What follows belongs to an exercise in optimizing a design on an open flow for small area, a short achievable clock period and few clock cycles per item; a production flow would make more cautious choices.
Where RTL was checked, it was by simulation tests only, not by an equivalence proof against the original.
No driver is modelled on the clock port, so clocking that relies on it looks cheaper here than on a real chip.
Power figures rest on the tool's default switching activity, not on a simulated workload.

Setup of the reference run:
Design jpc_idecode, start of the top module:
module jpc_idecode(
    input  wire        clk,
    input  wire        rst,
    input  wire [31:0] instr_I,
    input  wire        instr_valid_I,
    input  wire        decode_ready_I,
    output wire        instr_ready_O,
    output wire [6:0]  opcode_O,
    output wire [2:0]  funct3_O,
    output wire [4:0]  rd_O,
    output wire [31:0] imm32_O,
    output wire [4:0]  rs1_O,
    output wire [4:0]  rs2_O,
    output wire [6:0]  funct7_O,
    output wire        ecall_O,
    output wire        ebreak_O,
    output wire        fence_O,
    output wire        fence_i_O,
    output wire        error_O,
    output reg         decode_valid_O
);
    assign instr_ready_O = decode_ready_I;
    always @(posedge clk or posedge rst) begin
        if (rst)
            decode_valid_O <= 1'b0;
        else
            decode_valid_O <= instr_valid_I & decode_ready_I;
    end
    wire [31:0] i  = instr_I;
    wire [6:0]  op = i[6:0];
    wire        s  = i[31];
    wire op_opimm = (op == 7'b0010011);
    wire op_load  = (op == 7'b0000011);
    wire op_jalr  = (op == 7'b1100111);
    wire op_store = (op == 7'b0100011);
    wire op_br    = (op == 7'b1100011);
    wire op_jal   = (op == 7'b1101111);
  ...
Size in the first run: ~43 flip-flops.
==> module jpc_idecode, before the edit <==
module jpc_idecode(
    input  wire        clk,
    input  wire        rst,
    input  wire [31:0] instr_I,
    input  wire        instr_valid_I,
    input  wire        decode_ready_I,
    output wire        instr_ready_O,
    output wire [6:0]  opcode_O,
    output wire [2:0]  funct3_O,
    output wire [4:0]  rd_O,
    output wire [31:0] imm32_O,
    output wire [4:0]  rs1_O,
    output wire [4:0]  rs2_O,
    output wire [6:0]  funct7_O,
    output wire        ecall_O,
    output wire        ebreak_O,
    output wire        fence_O,
    output wire        fence_i_O,
    output wire        error_O,
    output reg         decode_valid_O
);
    assign instr_ready_O = decode_ready_I;
    always @(posedge clk or posedge rst) begin
        if (rst)
            decode_valid_O <= 1'b0;
        else
            decode_valid_O <= instr_valid_I & decode_ready_I;
    end
    wire [31:0] i  = instr_I;
    wire [6:0]  op = i[6:0];
    wire        s  = i[31];
    wire op_opimm = (op == 7'b0010011);
    wire op_load  = (op == 7'b0000011);
    wire op_jalr  = (op == 7'b1100111);
    wire op_store = (op == 7'b0100011);
    wire op_br    = (op == 7'b1100011);
    wire op_jal   = (op == 7'b1101111);
    wire op_lui   = (op == 7'b0110111);
    wire op_auipc = (op == 7'b0010111);
    wire op_op    = (op == 7'b0110011);
    wire op_sys   = (op == 7'b1110011);
    wire op_fence = (op == 7'b0001111);
    wire fmt_i = op_opimm | op_load | op_jalr;
    wire fmt_u = op_lui | op_auipc;
    wire upper_zero = (i[31:21] == 11'd0);
    wire d_imm0  = (fmt_i & i[20]) | (op_store & i[7]) | (fmt_u & i[12]);
    wire d_imm11 = ((fmt_i | op_store) & s) | (op_br & i[7]) | (op_jal & i[20]) | (fmt_u & i[23]);
    wire d_mid   = (fmt_i | op_store | op_br) & s;
    wire d_ij    = fmt_i | op_jal;
    wire d_sb    = op_store | op_br;
    wire d_sysz  = op_sys & upper_zero;
    wire d_fen   = op_fence & (i[14:13] == 2'b00);
    wire d_err   = ~(fmt_i | op_store | op_br | op_jal | fmt_u | op_op | op_sys | op_fence)
                 | (op_jalr & (i[14:12] != 3'b000))
                 | (op_sys & ~upper_zero)
                 | (op_fence & (i[14:13] != 2'b00));
    reg [31:0] ir;
    reg        imm0_r, imm11_r, mid_r, ij_r, sb_r, j_r, u_r;
    reg        sysz_r, fen_r, err_r;
    always @(posedge clk) begin
        ir      <= instr_I;
        imm0_r  <= d_imm0;
        imm11_r <= d_imm11;
        mid_r   <= d_mid;
        ij_r    <= d_ij;
        sb_r    <= d_sb;
        j_r     <= op_jal;
        u_r     <= fmt_u;
        sysz_r  <= d_sysz;
        fen_r   <= d_fen;
        err_r   <= d_err;
    end
    assign opcode_O = ir[6:0];
    assign rd_O     = ir[11:7];
    assign funct3_O = ir[14:12];
    assign rs1_O    = ir[19:15];
    assign rs2_O    = ir[24:20];
    assign funct7_O = ir[31:25];
    wire   isbj = ij_r | sb_r;
    assign imm32_O[0]     = imm0_r;
    assign imm32_O[4:1]   = ({4{ij_r}} & ir[24:21]) | ({4{sb_r}} & ir[11:8]) | ({4{u_r}} & ir[16:13]);
    assign imm32_O[10:5]  = ({6{isbj}} & ir[30:25]) | ({6{u_r}} & ir[22:17]);
    assign imm32_O[11]    = imm11_r;
    assign imm32_O[19:12] = {8{mid_r}} | ({8{j_r}} & ir[19:12]) | ({8{u_r}} & ir[31:24]);
    assign imm32_O[31:20] = {12{isbj & ir[31]}};
    assign ecall_O   = sysz_r & ~ir[20];
    assign ebreak_O  = sysz_r &  ir[20];
    assign fence_O   = fen_r  & ~ir[12];
    assign fence_i_O = fen_r  &  ir[12];
    assign error_O   = err_r;
endmodule
clock: 5.0 ns
lec_check: 0
cap_margin: 20
core_margin: 2
core_utilization: 40
place_density: 0.8
setup_slack_margin: 2.65
slew_margin: 20
standard.sh (not shown) runs the stock make flow with config.mk's settings and CLKGATE_MAP_FILE= SYNTH_SCRIPT=/design/flow/synth_recipe.tcl, a recipe that flattens the netlist after the stock synthesis.
==> flow/flow/run.sh <==
#!/bin/bash
# The standard layout with three changes:
#  - synthesis maps the logic with an area-oriented ABC script (flow/synth.tcl is the standard flow's
#    standard synthesis script with only ABC's script replaced by flow/abc_area.script);
#  - the port buffers are the platform's smallest plain buffer (buf_1) instead of the
#    default pick, a delay cell;
#  - clock tree synthesis is replaced by flow/clock.tcl: a few clock buffers, each at the
#    centre of a group of nearby flip-flops, driven directly by the clock port.
# Each tool's full output goes to a log of its own in this folder.
set -euo pipefail
HERE=$(pwd)
export MY_ABC_SCRIPT=$HERE/flow/abc_area.script
SYN="SYNTH_SCRIPT=$HERE/flow/synth.tcl"
PORTS="BUFFER_PORTS_ARGS=-buffer_cell sky130_fd_sc_hd__buf_1"
bash standard.sh "$SYN" "$PORTS" place > flow_place.log 2>&1
MARGIN=$(sed -n "s/^export SETUP_SLACK_MARGIN *= *//p" config.mk)
SETUP_SLACK_MARGIN=${MARGIN:-0} RES_DIR=orfs/results/$FLOW_PLATFORM/jpc_idecode/base \
  CLOCK_GROUPS=3 CLOCK_BUF=sky130_fd_sc_hd__clkbuf_8 \
  openroad -no_init -exit flow/clock.tcl > flow_clock.log 2>&1
bash standard.sh "$SYN" "$PORTS" finish > flow_finish.log 2>&1
Other scripts of this flow, unchanged in this note and not shown: flow/flow/abc_area.script, flow/flow/clock.tcl, flow/flow/synth.tcl
Input changes introduced in the trial run (baseline for comparison: the reference run):
--- a/flow/design.v
+++ b/flow/design.v
@@ -46,7 +46,9 @@
     wire d_imm0  = (fmt_i & i[20]) | (op_store & i[7]) | (fmt_u & i[12]);
     wire d_imm11 = ((fmt_i | op_store) & s) | (op_br & i[7]) | (op_jal & i[20]) | (fmt_u & i[23]);
+    wire d_hi    = (fmt_i | op_store | op_br | op_jal) & s;
     wire d_mid   = (fmt_i | op_store | op_br) & s;
     wire d_ij    = fmt_i | op_jal;
     wire d_sb    = op_store | op_br;
+    wire d_isbj  = fmt_i | op_store | op_br | op_jal;
     wire d_sysz  = op_sys & upper_zero;
     wire d_fen   = op_fence & (i[14:13] == 2'b00);
@@ -56,5 +58,5 @@
                  | (op_fence & (i[14:13] != 2'b00));
     reg [31:0] ir;
-    reg        imm0_r, imm11_r, mid_r, ij_r, sb_r, j_r, u_r;
+    reg        imm0_r, imm11_r, hi_r, mid_r, ij_r, sb_r, isbj_r, j_r, u_r;
     reg        sysz_r, fen_r, err_r;
     always @(posedge clk) begin
@@ -62,7 +64,9 @@
         imm0_r  <= d_imm0;
         imm11_r <= d_imm11;
+        hi_r    <= d_hi;
         mid_r   <= d_mid;
         ij_r    <= d_ij;
         sb_r    <= d_sb;
+        isbj_r  <= d_isbj;
         j_r     <= op_jal;
         u_r     <= fmt_u;
@@ -77,11 +81,10 @@
     assign rs2_O    = ir[24:20];
     assign funct7_O = ir[31:25];
-    wire   isbj = ij_r | sb_r;
     assign imm32_O[0]     = imm0_r;
     assign imm32_O[4:1]   = ({4{ij_r}} & ir[24:21]) | ({4{sb_r}} & ir[11:8]) | ({4{u_r}} & ir[16:13]);
-    assign imm32_O[10:5]  = ({6{isbj}} & ir[30:25]) | ({6{u_r}} & ir[22:17]);
+    assign imm32_O[10:5]  = ({6{isbj_r}} & ir[30:25]) | ({6{u_r}} & ir[22:17]);
     assign imm32_O[11]    = imm11_r;
     assign imm32_O[19:12] = {8{mid_r}} | ({8{j_r}} & ir[19:12]) | ({8{u_r}} & ir[31:24]);
-    assign imm32_O[31:20] = {12{isbj & ir[31]}};
+    assign imm32_O[31:20] = {12{hi_r}};
     assign ecall_O   = sysz_r & ~ir[20];
     assign ebreak_O  = sysz_r &  ir[20];
## What came out
The reference run completed end to end with timing, DRC and antenna clean.
The flow did not stop early for the trial run: all stages ran, and the layout cleared the timing, design-rule and antenna checks.
Reported for the trial run and the reference run, critical path depth turned out identical to the last digit.
Summary — share of power burned in registers, the trial run relative to the reference run: higher, by 0.9 points.
Comparing the trial run and the reference run, the higher summed instance area of the synthesized netlist was measured on the trial run.
On global-route usage, the trial run and the reference run are basically level.
The trial run — slack of the critical path 0.0052 ns higher, the reference run as reference
The trial run reports a higher final cell area excluding filler cells than the reference run does.
Diff the reference run -> the trial run | synthesis-to-layout area growth | decrease of 1.2 points
The register share of the cell area in the trial run was higher than what the reference run gave.
Synthesized cell count was higher in the run labelled the trial run.
Looking at total chip power, the trial run sits 17 uW higher than the reference run does.
Testbench counts of the trial run, summed over its fixed seeds: cycles 12,646, items 12,000.
Function not checked in the reference run: the RTL went through the layout flow alone.

separate check: timing with driven ports:
The flow's constraints put no driver on any port. The routed layouts listed below were extracted and timed again, unchanged, in two steps.
Step 1 sets driving cells, clkbuf_16 on the clock port and buf_2 on the other inputs (assumed; they add their load-dependent delay and slew).
Step 2 also shifts input and output timing later by t, the mid clock arrival at the registers, as if the neighbouring blocks saw the same clock.
Three values: no drivers, after step 1, after step 2; two values: the first two.
run	shift t [ns]	setup WS [ns]	worst setup path after step 2	latest minus earliest clock arrival (ns)	worst register clock-pin slew, ns
the reference run	0.187	2.769 / 2.730 / 2.724	input to register	0.005 / 0.004	0.09 / 0.09
the trial run	0.193	2.774 / 2.752 / 2.660	input to register	0.017 / 0.016	0.10 / 0.10
After both steps setup and hold are still met in every run listed. The setup slack of the trial run, which loses most, moves by -0.022 ns with the drivers and by -0.114 ns with both steps.
